What follows belongs to an exercise in optimizing a design on an open flow for small area, a short achievable clock period and few clock cycles; a production flow would make more cautious choices. The RTL was checked by simulation tests, not by an equivalence proof against the original design. Power figures rest on the tool's default switching activity, not on a simulated workload.

== job 101 ==
==> flow/design.v (excerpt) <==
module LASER (
    input CLK,
    input RST,
    input [3:0] X,
    input [3:0] Y,
    output reg [3:0] C1X,
    output reg [3:0] C1Y,
    output reg [3:0] C2X,
    output reg [3:0] C2Y,
    output reg DONE
);
==> flow/config.mk <==
export PLATFORM = sky130hd
export DESIGN_NAME = LASER
export DESIGN_NICKNAME = LASER
export VERILOG_FILES = /design/flow/design.v
export SDC_FILE = /design/flow/constraint.sdc
export NUM_CORES = 4
export LEC_CHECK = 0
export ABC_AREA = 1
export CAP_MARGIN = 30
export CORE_MARGIN = 2
export CORE_UTILIZATION = 50
export CTS_BUF_LIST = sky130_fd_sc_hd__clkbuf_8
export CTS_CLUSTER_DIAMETER = 60
export CTS_CLUSTER_SIZE = 20
export SETUP_SLACK_MARGIN = 5
export SLEW_MARGIN = 20
==> flow/constraint.sdc <==
create_clock -name core_clock -period 10.0 [get_ports {CLK}]
set_input_delay 2.0000 -clock core_clock [delete_from_list [all_inputs] [get_ports {CLK}]]
set_output_delay 2.0000 -clock core_clock [all_outputs]
set_load 0.01 [all_outputs]
standard.sh (not shown) runs the stock make flow with config.mk's settings and CLKGATE_MAP_FILE= SYNTH_SCRIPT=/design/flow/synth_recipe.tcl, a recipe that flattens the netlist after the stock synthesis.
==> flow/flow/run.sh <==
#!/bin/bash
# Own flow: the standard layout (standard.sh, unchanged synthesis), with
# a larger setup repair margin, so that the resizer keeps shortening paths
# that already meet the 10 ns clock, and more antenna repair rounds after
# detailed routing. If the final layout still has an antenna violation, the
# layout is made once more at 48% core utilization.
# Logs: standard.log (make, all tools), antenna.log; ORFS's own logs stay
# under orfs/logs.
set -euo pipefail
layout() {
  rm -rf orfs
  sed -e 's/SETUP_SLACK_MARGIN=[0-9.]*/SETUP_SLACK_MARGIN=6.4 MAX_REPAIR_ANTENNAS_ITER_DRT=10/' "$@" standard.sh > standard_margin.sh
  bash standard_margin.sh > standard.log 2>&1
}
layout
printf 'read_db orfs/results/%s/LASER/base/6_final.odb\nputs "ANTENNA [check_antennas]"\n' "$FLOW_PLATFORM" > antenna.tcl
n=$(openroad -no_init -exit antenna.tcl 2>&1 | tee antenna.log | sed -n 's/^ANTENNA //p')
if [ "$n" != "0" ]; then
  mv standard.log standard_first.log
  layout -e 's/CORE_UTILIZATION=50/CORE_UTILIZATION=48/'
fi
Testbench counts of job 101, summed over its fixed seeds: cycles 13,874.
The inputs of job 102 differ from those of job 101 as listed below.
- CTS_CLUSTER_SIZE changed from 20 to 16
-- flow/flow/run.sh --
<<< job 101, line 10
layout() {
  rm -rf orfs
  sed -e 's/SETUP_SLACK_MARGIN=[0-9.]*/SETUP_SLACK_MARGIN=6.4 MAX_REPAIR_ANTENNAS_ITER_DRT=10/' "$@" standard.sh > standard_margin.sh
  bash standard_margin.sh > standard.log 2>&1
}
>>> job 102, line 10
layout() {
  rm -rf orfs
  sed -e 's/SETUP_SLACK_MARGIN=[0-9.]*/SETUP_SLACK_MARGIN=6.7 MAX_REPAIR_ANTENNAS_ITER_DRT=10/' "$@" standard.sh > standard_margin.sh
  bash standard_margin.sh > standard.log 2>&1
}
[summary]
Row layout overhead on the synthesized area: job 102 higher / job 101 lower. Taking job 101 as the reference, in job 102 global-route track usage on met2 higher; area share of fa/ha/maj cells after synthesis stayed essentially flat; final cell area excluding filler cells climbed about 6%. In the tables for job 101 and job 102, post-route worst setup slack reads higher with job 101. The run showing the smaller post-place instance area is job 101. Job 101 has lower number of nets at the end of the flow than job 102. Comparing job 101 with job 102, the maximum operating frequency came out essentially unchanged. Delta (job 102 minus job 101): portion of total power attributed to combinational logic higher, switching fraction of total power decreased 0.29 points, number of library cell types mapped by synthesis ~0 delta.
Input changes introduced in job 103 (baseline for comparison: job 102):
-- flow/flow/run.sh --
<<< job 102, line 10
layout() {
  rm -rf orfs
  sed -e 's/SETUP_SLACK_MARGIN=[0-9.]*/SETUP_SLACK_MARGIN=6.7 MAX_REPAIR_ANTENNAS_ITER_DRT=10/' "$@" standard.sh > standard_margin.sh
  bash standard_margin.sh > standard.log 2>&1
}
>>> job 103, line 10
layout() {
  rm -rf orfs
  sed -e 's/SETUP_SLACK_MARGIN=[0-9.]*/SETUP_SLACK_MARGIN=6.4 MAX_REPAIR_ANTENNAS_ITER_DRT=10/' "$@" standard.sh > standard_margin.sh
  bash standard_margin.sh > standard.log 2>&1
}
Findings:
The source of the critical timing path comes out pa[10][9] in one run and pa[4][2] in the other, namely in job 102 and job 103 respectively.
Job 103 — global routing met2 resource utilization 3.0 points lower, job 102 as reference
Of job 103 and job 102, the run reporting the lower clock power share was job 102.
Of job 103 and job 102, the higher combinational power share belongs to job 102.
Relative to job 102, the slew at the pin closest to its max-slew limit of job 103 is higher by 0.036 ns.
Of job 103 and job 102, it is job 103 that has the lower post-layout instance area.
Summary of the comparison: met3 track utilization from global routing is higher in job 103, relative to job 102.
Via density per instance: job 103 < job 102
Job 103 has total power after layout below what job 102 had.
Job 103 vs job 102: clock-buffer cell count up in job 103

-- port drivers added, routing unchanged --
How much do the figures lean on ideal ports? The routed layouts below were timed once more, with nothing changed but the port constraints.
Step 1 sets driving cells, clkbuf_16 on the clock port and buf_2 on the other inputs (assumed; they add their load-dependent delay and slew).
Step 2, shift: input delay + t, output delay - t, t = (earliest + latest rising clock arrival at the registers) / 2. This alone moves slack from input paths to output paths.
Three values: no drivers, after step 1, after step 2; two values: the first two.
| run | t, ns | slack for setup (ns) | worst hold slack (ns) | worst register clock-pin slew, ns | worst slew at a driven data input, ns |
|---|---|---|---|---|---|
| job 101 | 0.822 | 6.485 / 6.485 / 6.413 | 0.334 / 0.334 / 0.334 | 0.12 / 0.12 | 0.03 |
| job 102 | 0.836 | 6.479 / 6.479 / 6.405 | 0.335 / 0.335 / 0.335 | 0.11 / 0.11 | 0.03 |
| job 103 | 0.825 | 6.477 / 6.477 / 6.428 | 0.334 / 0.334 / 0.334 | 0.11 / 0.11 | 0.03 |
After both steps every run listed still meets setup and hold. The setup slack of job 102, which loses most, moves by 0.000 ns with the drivers and by -0.074 ns with both steps.
